This design comes from an exercise in tuning for small area on the open sky130 flow, not from production work. Only simulation tests tie the RTL to the original design; equivalence was not proved. No activity file was given, so power comes from the tool's default toggle rates.

==> run X <==
## top_embed
module top_embed(
	input sys_clk,
	input xreset,
	input fifo_rset,
	input trigger,
	output reg pixel_ready,
	output single_strobe,
	output cont_strobe,
	input spi_clk,
	input spi_mosi,
	output spi_miso,
	output spi_miso_oe,
	input fpga_cs,
	input fifo_cs,
	input e2_cs,
	input adt_cs,
	output adt7301_clk,
	output adt7301_cs,
	output eeprom_clk,
	output eeprom_cs,
	output ilx511b_clk,
	output ilx511b_rog,
	output ilx511b_shsw,
	input ad7621_busy,
	input [15:0] ad7621_di,
	output ad7621_convst,
	output fifo_rst,
	output [15:0] fifo_din,
	output fifo_wr_en,
	output fifo_rd_en,
	input [15:0] fifo_dout,
	input fifo_full,
	input fifo_empty,
	input [10:0] fifo_data_count
    );
	reg [2:0] sclk_s;
	reg [2:0] acq_s;
	always @ (posedge sys_clk)
	begin
		sclk_s <= {sclk_s[1:0], spi_clk};
		acq_s <= {acq_s[1:0], fifo_rset | trigger};
	end
	wire sclk_rise = sclk_s[1] & ~sclk_s[2];
	wire sclk_fall = sclk_s[2] & ~sclk_s[1];
	wire acq_rise = acq_s[1] & ~acq_s[2];
	wire fpga_miso;
	wire fifo_miso;
	assign spi_miso = (fifo_cs == 1'b0) ? fifo_miso : (fpga_cs == 1'b0) ? fpga_miso : 1'b0;
	assign spi_miso_oe = e2_cs & adt_cs;
	assign eeprom_clk = spi_clk;
	assign eeprom_cs = e2_cs;
	assign adt7301_clk = spi_clk;
	assign adt7301_cs = adt_cs;
	wire [15:0] FPGA_COUNTBASE;
	wire [15:0] FPGA_STRBCOUNT;
	wire [15:0] FPGA_INTCLOCK;
	wire [15:0] FPGA_SSLOWDELAY;
  ...
clock: 20.0 ns
lec_check: 0
cap_margin: 20
core_margin: 2
core_utilization: 40
slew_margin: 20
standard.sh (not shown) runs the stock make flow with config.mk's settings and CLKGATE_MAP_FILE= SYNTH_SCRIPT=/design/flow/synth_recipe.tcl, a recipe that flattens the netlist after the stock synthesis.
==> flow/flow/run.sh <==
#!/bin/bash
export BUFFER_PORTS_ARGS="-buffer_cell sky130_fd_sc_hd__buf_1"
export CTS_ARGS="-sink_clustering_enable -repair_clock_nets -dont_use_dummy_load -buf_list sky130_fd_sc_hd__clkbuf_4 -sink_clustering_size 8 -sink_clustering_max_diameter 40"
bash standard.sh > standard_flow.log 2>&1
==> run C (differences from run X) <==
--- a/flow/design.v
+++ b/flow/design.v
@@ -227,38 +227,39 @@
                 6'h0F: transmit_data <= {FPGA_SSHIGHDELAY, 1'b0};
                 6'h10: transmit_data <= {FPGA_LAMPENABLE, 1'b0};
                 6'h17: transmit_data <= {FPGA_OFFSETVALUE, 1'b0};
                 6'h1A: transmit_data <= {FPGA_MAXSATVALUE, 1'b0};
                 default: transmit_data <= {version, 1'b0};
             endcase
         end
     end
-    reg [4:0] cnt_shift_data;
+    reg [4:0] ncnt_shift;        
+    wire [4:0] cnt_shift_data = ~ncnt_shift;
     always @ (posedge sys_clk)
     begin
         if (cs_rise || sys_rst)
         begin
             wr_or_rd <= 1'b0;
             fpga_addr <= 6'd0;
         end
         else if (clk_fall)
         begin
             if (cnt_spi == 5'd8) begin
                 wr_or_rd <= receive_data[0];
                 fpga_addr <= receive_data[7:2];
             end
             if (cnt_spi[4] ^ cnt_spi[3])     
             begin
-                cnt_shift_data <= rdec({27'd0, cnt_shift_data});
+                ncnt_shift <= rinc({27'd0, ncnt_shift});
                 fpga_miso <= transmit_data[cnt_shift_data];
             end
             else begin
                 fpga_miso <= 1'b0;
-                cnt_shift_data <= 5'd16;
+                ncnt_shift <= ~5'd16;
             end
         end
         if (sys_rst)
             fpga_miso <= 1'b0;
     end
     wire wr = Rx_Done & wr_or_rd;
     wire [5:0] wa = receive_data[23:18];
     wire [15:0] wd = receive_data[15:0];
@@ -318,17 +319,29 @@
     localparam [2:0] IDLE = 3'd0,
                      WAIT_CLK_TO_ROG1 = 3'd1,
                      RESET_CCD = 3'd2,
                      INTEGRATION = 3'd4,
                      LATCH_DATA = 3'd5,
                      WAIT_ROG_TO_CLK2 = 3'd6,
                      READ_SPECTRUM = 3'd7;
     reg [2:0] current_state;
-    reg [2:0] next_state;
+    reg pending;
+    reg [2:0] succ_state;
+    always @ (*)
+        case (current_state)
+        IDLE:             succ_state = WAIT_CLK_TO_ROG1;
+        WAIT_CLK_TO_ROG1: succ_state = RESET_CCD;
+        RESET_CCD:        succ_state = INTEGRATION;
+        INTEGRATION:      succ_state = LATCH_DATA;
+        LATCH_DATA:       succ_state = WAIT_ROG_TO_CLK2;
+        WAIT_ROG_TO_CLK2: succ_state = READ_SPECTRUM;
+        default:          succ_state = IDLE;
+        endcase
+    wire [2:0] next_state = pending ? succ_state : current_state;
     wire en_wait1 = (next_state == WAIT_CLK_TO_ROG1);
     wire en_reset = (next_state == RESET_CCD);
     wire en_integ = (next_state == INTEGRATION);
     wire en_latch = (next_state == LATCH_DATA);
     wire en_wait2 = (next_state == WAIT_ROG_TO_CLK2);
     wire en_read  = (next_state == READ_SPECTRUM);
     wire en_delay = en_wait1 | en_reset | en_latch | en_wait2;
     localparam [15:0] CNT_0 = 16'h0001,
@@ -345,60 +358,62 @@
     reg read_d;          
     reg delay_done;      
     reg integ_done;
     reg flag_en_frame;
     wire f_rog1  = delay_done & en_wait1;
     wire f_integ = delay_done & en_reset;
     wire f_latch = delay_done & en_latch;
     wire f_smp   = delay_done & en_wait2;
+    reg trigger;
+    always @ (*)
+        case (current_state)
+        IDLE:             trigger = acq_rise;
+        WAIT_CLK_TO_ROG1: trigger = f_rog1;
+        RESET_CCD:        trigger = f_integ;
+        INTEGRATION:      trigger = integ_done;
+        LATCH_DATA:       trigger = f_latch;
+        WAIT_ROG_TO_CLK2: trigger = f_smp;
+        READ_SPECTRUM:    trigger = (cnt2 == 4200      );
+        default:          trigger = 1'b1;
+        endcase
     always @ (posedge sys_clk)
     begin
-        if (sys_rst) current_state <= IDLE;
-        else current_state <= next_state;
+        if (sys_rst)
+        begin
+            current_state <= IDLE;
+            pending <= 1'b0;
+        end else begin
+            current_state <= next_state;
+            pending <= trigger & ~pending;
+        end
     end
     always @ (posedge sys_clk)
     begin
         if (sys_rst)
         begin
-            next_state <= IDLE;
             flag_sel_clok <= 1'b0;
             flag_en_frame <= 1'b0;
         end else begin
             case (current_state)
             IDLE:
             begin
                 flag_sel_clok <= 1'b0;
                 flag_en_frame <= 1'b0;
-                if (acq_rise) next_state <= WAIT_CLK_TO_ROG1;
             end
             WAIT_CLK_TO_ROG1:
-            begin
                 flag_sel_clok <= 1'b1;
-                if (f_rog1) next_state <= RESET_CCD;
-            end
-            RESET_CCD:
-                if (f_integ) next_state <= INTEGRATION;
             INTEGRATION:
             begin
                 if ((cnt2_inc == {1'b0, FPGA_INTCLOCK})&&(cnt == CNT_47700)) flag_sel_clok <= 1'b1;
                 if ((cnt2 == 0)&&(cnt == CNT_299)) flag_sel_clok <= 1'b0;
-                if (integ_done) next_state <= LATCH_DATA;
             end
-            LATCH_DATA:
-                if (f_latch) next_state <= WAIT_ROG_TO_CLK2;
-            WAIT_ROG_TO_CLK2:
-                if (f_smp) next_state <= READ_SPECTRUM;
             READ_SPECTRUM:
-                if (cnt2 == 4200      )
-                begin
-                    next_state <= IDLE;
-                    flag_en_frame <= 1'b1;
-                end
-            default: next_state <= IDLE;
+                if (cnt2 == 4200      ) flag_en_frame <= 1'b1;
+            default: ;
             endcase
         end
     end
     always @ (posedge sys_clk)
     begin
         read_d <= en_read;
         if (en_read)
         begin
@@ -538,39 +553,39 @@
 				end
 			end else begin
 				cnt_mk_2MHz <= 5'd0;
 				cnt_mk_strobe <= 16'd0;
 			end
 		end
 	 end
 	 wire [14:0] base = FPGA_COUNTBASE[15:1];
-	 reg [14:0] cnt_base;
-	 reg [15:0] cnt_rep;
+	 reg [14:0] ncnt_base;
+	 reg [15:0] ncnt_rep;
 	 reg [27:0] lfsr;
 	 reg lfsr_run;
 	 reg wrapped;
-	 wire base_end = (cnt_base == 15'd1);
-	 wire period_end = base_end & (cnt_rep == 16'd0) & ~wrapped & (base != 15'd0);
+	 wire base_end = (ncnt_base == 15'h7ffe);       
+	 wire period_end = base_end & (ncnt_rep == 16'hffff) & ~wrapped & (base != 15'd0);
 	 always @ (posedge sys_clk)
 	 begin
 		if (sys_rst | ~lamp_enable | param_change | period_end)
 		begin
-			cnt_base <= base;
-			cnt_rep <= FPGA_STRBCOUNT;
+			ncnt_base <= ~base;
+			ncnt_rep <= ~FPGA_STRBCOUNT;
 			lfsr <= 28'd1;
 			lfsr_run <= 1'b0;
 			wrapped <= 1'b0;
 		end else begin
 			if (base_end)
 			begin
-				cnt_base <= base;
-				cnt_rep <= rdec({16'd0, cnt_rep});
+				ncnt_base <= ~base;
+				ncnt_rep <= rinc({16'd0, ncnt_rep});
 			end
-			else cnt_base <= rdec({17'd0, cnt_base});
+			else ncnt_base <= rinc({17'd0, ncnt_base});
 			lfsr <= {lfsr[26:0], lfsr[27] ^ lfsr[24]};
 			lfsr_run <= 1'b1;
 			wrapped <= wrapped | (lfsr_run & (lfsr == 28'd1));
 		end
 	 end
 	 always @ (posedge sys_clk)
 	 begin
 		if (sys_rst | ~lamp_enable | param_change)
- CAP_MARGIN: 20 -> 0
- CORE_UTILIZATION: 40 -> 80
- SLEW_MARGIN: 20 -> 0
==> run G (differences from run X) <==
--- a/flow/design.v
+++ b/flow/design.v
@@ -227,38 +227,39 @@
                 6'h0F: transmit_data <= {FPGA_SSHIGHDELAY, 1'b0};
                 6'h10: transmit_data <= {FPGA_LAMPENABLE, 1'b0};
                 6'h17: transmit_data <= {FPGA_OFFSETVALUE, 1'b0};
                 6'h1A: transmit_data <= {FPGA_MAXSATVALUE, 1'b0};
                 default: transmit_data <= {version, 1'b0};
             endcase
         end
     end
-    reg [4:0] cnt_shift_data;
+    reg [4:0] ncnt_shift;        
+    wire [4:0] cnt_shift_data = ~ncnt_shift;
     always @ (posedge sys_clk)
     begin
         if (cs_rise || sys_rst)
         begin
             wr_or_rd <= 1'b0;
             fpga_addr <= 6'd0;
         end
         else if (clk_fall)
         begin
             if (cnt_spi == 5'd8) begin
                 wr_or_rd <= receive_data[0];
                 fpga_addr <= receive_data[7:2];
             end
             if (cnt_spi[4] ^ cnt_spi[3])     
             begin
-                cnt_shift_data <= rdec({27'd0, cnt_shift_data});
+                ncnt_shift <= rinc({27'd0, ncnt_shift});
                 fpga_miso <= transmit_data[cnt_shift_data];
             end
             else begin
                 fpga_miso <= 1'b0;
-                cnt_shift_data <= 5'd16;
+                ncnt_shift <= ~5'd16;
             end
         end
         if (sys_rst)
             fpga_miso <= 1'b0;
     end
     wire wr = Rx_Done & wr_or_rd;
     wire [5:0] wa = receive_data[23:18];
     wire [15:0] wd = receive_data[15:0];
@@ -318,17 +319,29 @@
     localparam [2:0] IDLE = 3'd0,
                      WAIT_CLK_TO_ROG1 = 3'd1,
                      RESET_CCD = 3'd2,
                      INTEGRATION = 3'd4,
                      LATCH_DATA = 3'd5,
                      WAIT_ROG_TO_CLK2 = 3'd6,
                      READ_SPECTRUM = 3'd7;
     reg [2:0] current_state;
-    reg [2:0] next_state;
+    reg pending;
+    reg [2:0] succ_state;
+    always @ (*)
+        case (current_state)
+        IDLE:             succ_state = WAIT_CLK_TO_ROG1;
+        WAIT_CLK_TO_ROG1: succ_state = RESET_CCD;
+        RESET_CCD:        succ_state = INTEGRATION;
+        INTEGRATION:      succ_state = LATCH_DATA;
+        LATCH_DATA:       succ_state = WAIT_ROG_TO_CLK2;
+        WAIT_ROG_TO_CLK2: succ_state = READ_SPECTRUM;
+        default:          succ_state = IDLE;
+        endcase
+    wire [2:0] next_state = pending ? succ_state : current_state;
     wire en_wait1 = (next_state == WAIT_CLK_TO_ROG1);
     wire en_reset = (next_state == RESET_CCD);
     wire en_integ = (next_state == INTEGRATION);
     wire en_latch = (next_state == LATCH_DATA);
     wire en_wait2 = (next_state == WAIT_ROG_TO_CLK2);
     wire en_read  = (next_state == READ_SPECTRUM);
     wire en_delay = en_wait1 | en_reset | en_latch | en_wait2;
     localparam [15:0] CNT_0 = 16'h0001,
@@ -345,60 +358,62 @@
     reg read_d;          
     reg delay_done;      
     reg integ_done;
     reg flag_en_frame;
     wire f_rog1  = delay_done & en_wait1;
     wire f_integ = delay_done & en_reset;
     wire f_latch = delay_done & en_latch;
     wire f_smp   = delay_done & en_wait2;
+    reg trigger;
+    always @ (*)
+        case (current_state)
+        IDLE:             trigger = acq_rise;
+        WAIT_CLK_TO_ROG1: trigger = f_rog1;
+        RESET_CCD:        trigger = f_integ;
+        INTEGRATION:      trigger = integ_done;
+        LATCH_DATA:       trigger = f_latch;
+        WAIT_ROG_TO_CLK2: trigger = f_smp;
+        READ_SPECTRUM:    trigger = (cnt2 == 4200      );
+        default:          trigger = 1'b1;
+        endcase
     always @ (posedge sys_clk)
     begin
-        if (sys_rst) current_state <= IDLE;
-        else current_state <= next_state;
+        if (sys_rst)
+        begin
+            current_state <= IDLE;
+            pending <= 1'b0;
+        end else begin
+            current_state <= next_state;
+            pending <= trigger & ~pending;
+        end
     end
     always @ (posedge sys_clk)
     begin
         if (sys_rst)
         begin
-            next_state <= IDLE;
             flag_sel_clok <= 1'b0;
             flag_en_frame <= 1'b0;
         end else begin
             case (current_state)
             IDLE:
             begin
                 flag_sel_clok <= 1'b0;
                 flag_en_frame <= 1'b0;
-                if (acq_rise) next_state <= WAIT_CLK_TO_ROG1;
             end
             WAIT_CLK_TO_ROG1:
-            begin
                 flag_sel_clok <= 1'b1;
-                if (f_rog1) next_state <= RESET_CCD;
-            end
-            RESET_CCD:
-                if (f_integ) next_state <= INTEGRATION;
             INTEGRATION:
             begin
                 if ((cnt2_inc == {1'b0, FPGA_INTCLOCK})&&(cnt == CNT_47700)) flag_sel_clok <= 1'b1;
                 if ((cnt2 == 0)&&(cnt == CNT_299)) flag_sel_clok <= 1'b0;
-                if (integ_done) next_state <= LATCH_DATA;
             end
-            LATCH_DATA:
-                if (f_latch) next_state <= WAIT_ROG_TO_CLK2;
-            WAIT_ROG_TO_CLK2:
-                if (f_smp) next_state <= READ_SPECTRUM;
             READ_SPECTRUM:
-                if (cnt2 == 4200      )
-                begin
-                    next_state <= IDLE;
-                    flag_en_frame <= 1'b1;
-                end
-            default: next_state <= IDLE;
+                if (cnt2 == 4200      ) flag_en_frame <= 1'b1;
+            default: ;
             endcase
         end
     end
     always @ (posedge sys_clk)
     begin
         read_d <= en_read;
         if (en_read)
         begin
@@ -538,39 +553,39 @@
 				end
 			end else begin
 				cnt_mk_2MHz <= 5'd0;
 				cnt_mk_strobe <= 16'd0;
 			end
 		end
 	 end
 	 wire [14:0] base = FPGA_COUNTBASE[15:1];
-	 reg [14:0] cnt_base;
-	 reg [15:0] cnt_rep;
+	 reg [14:0] ncnt_base;
+	 reg [15:0] ncnt_rep;
 	 reg [27:0] lfsr;
 	 reg lfsr_run;
 	 reg wrapped;
-	 wire base_end = (cnt_base == 15'd1);
-	 wire period_end = base_end & (cnt_rep == 16'd0) & ~wrapped & (base != 15'd0);
+	 wire base_end = (ncnt_base == 15'h7ffe);       
+	 wire period_end = base_end & (ncnt_rep == 16'hffff) & ~wrapped & (base != 15'd0);
 	 always @ (posedge sys_clk)
 	 begin
 		if (sys_rst | ~lamp_enable | param_change | period_end)
 		begin
-			cnt_base <= base;
-			cnt_rep <= FPGA_STRBCOUNT;
+			ncnt_base <= ~base;
+			ncnt_rep <= ~FPGA_STRBCOUNT;
 			lfsr <= 28'd1;
 			lfsr_run <= 1'b0;
 			wrapped <= 1'b0;
 		end else begin
 			if (base_end)
 			begin
-				cnt_base <= base;
-				cnt_rep <= rdec({16'd0, cnt_rep});
+				ncnt_base <= ~base;
+				ncnt_rep <= rinc({16'd0, ncnt_rep});
 			end
-			else cnt_base <= rdec({17'd0, cnt_base});
+			else ncnt_base <= rinc({17'd0, ncnt_base});
 			lfsr <= {lfsr[26:0], lfsr[27] ^ lfsr[24]};
 			lfsr_run <= 1'b1;
 			wrapped <= wrapped | (lfsr_run & (lfsr == 28'd1));
 		end
 	 end
 	 always @ (posedge sys_clk)
 	 begin
 		if (sys_rst | ~lamp_enable | param_change)
- CORE_UTILIZATION: 40 -> 65
==> run notes <==
GRT Total Usage: run G 28.2%; run X 18.6%; run C 35.2%
Largest clock skew in the final design: run G 0.0817 ns; run X 0.0783 ns; run C 0.0559 ns
Routed vias/inst: run G 5.97; run X 5.35; run C 6.50
Uppermost signal routing layer after detailed routing: run G met4; run X met4; run C met5
Gpl congestion: run G 0.904; run X 0.888; run C 0.967
Actual transition at the worst max-transition pin: run G 0.998 ns; run X 1.02 ns; run C 1.22 ns
Standard cell core area: run G 28,900 µm²; run X 47,800 µm²; run C 23,500 µm²
Layout cell share with drive strength beyond 1: run G 8.52%; run X 10.7%; run C 7.75%
Post-synthesis cell count: run G 1,597; run X 1,636; run C 1,597
Simple-gate area share of the yosys netlist: run G 15.1%; run X 15.4%; run C 15.1%
Number of buffers created by CTS: run G 67; run X 79; run C 61
Peak supply drop: run G 0.0000445 V; run X 0.0000281 V; run C 0.0000629 V
Status: run G finished clean; run X finished clean; run C finished clean
CTS H-tree depth: run G 3; run X 3; run C 2
Max Fclk: run G 0.0941 GHz; run X 0.0934 GHz; run C 0.0926 GHz
Cell Count, Final, Fillers Out: run G 2,086; run X 2,365; run C 2,013
Wire length on met3: run G 4.25 mm; run X 3.51 mm; run C 5.29 mm
Sequential logic power: run G 1.01 mW; run X 1.02 mW; run C 1.01 mW
Filler instances: run G 2,189; run X 4,492; run C 1,245
Syn Std Cell Area: run G 19,200 µm²; run X 19,500 µm²; run C 19,200 µm²
Wire per inst: run G 20.5 µm; run X 19.4 µm; run C 22.0 µm
Mean instance size in the synthesized netlist: run G 12.0 µm²; run X 11.9 µm²; run C 12.0 µm²

[what the ideal ports hide]
No port has a modelled driver above. Below, the same layouts with a new extraction and two added sets of constraints.
Step 1, drivers: a clkbuf_16 drives sys_clk and a buf_2 each remaining input, both assumed.
Step 2, shift: input delay + t, output delay - t, t = (earliest + latest rising clock arrival at the registers) / 2. This alone moves slack from input paths to output paths.
Slacks: ideal ports / drivers / drivers and shift; pairs: ideal ports / drivers.
| run | t, ns | setup slack, ns | worst setup path after step 2 | slew at the worst register clock pin (ns) | worst slew at a driven data input, ns |
|---|---|---|---|---|---|
| run X | 0.818 | 9.295 / 9.295 / 9.295 | register to register | 0.10 / 0.10 | 0.06 |
| run C | 0.788 | 9.202 / 9.202 / 9.202 | register to register | 0.10 / 0.10 | 0.06 |
| run G | 0.707 | 9.369 / 9.369 / 9.369 | register to register | 0.10 / 0.10 | 0.04 |
After both steps every run listed still meets setup and hold.
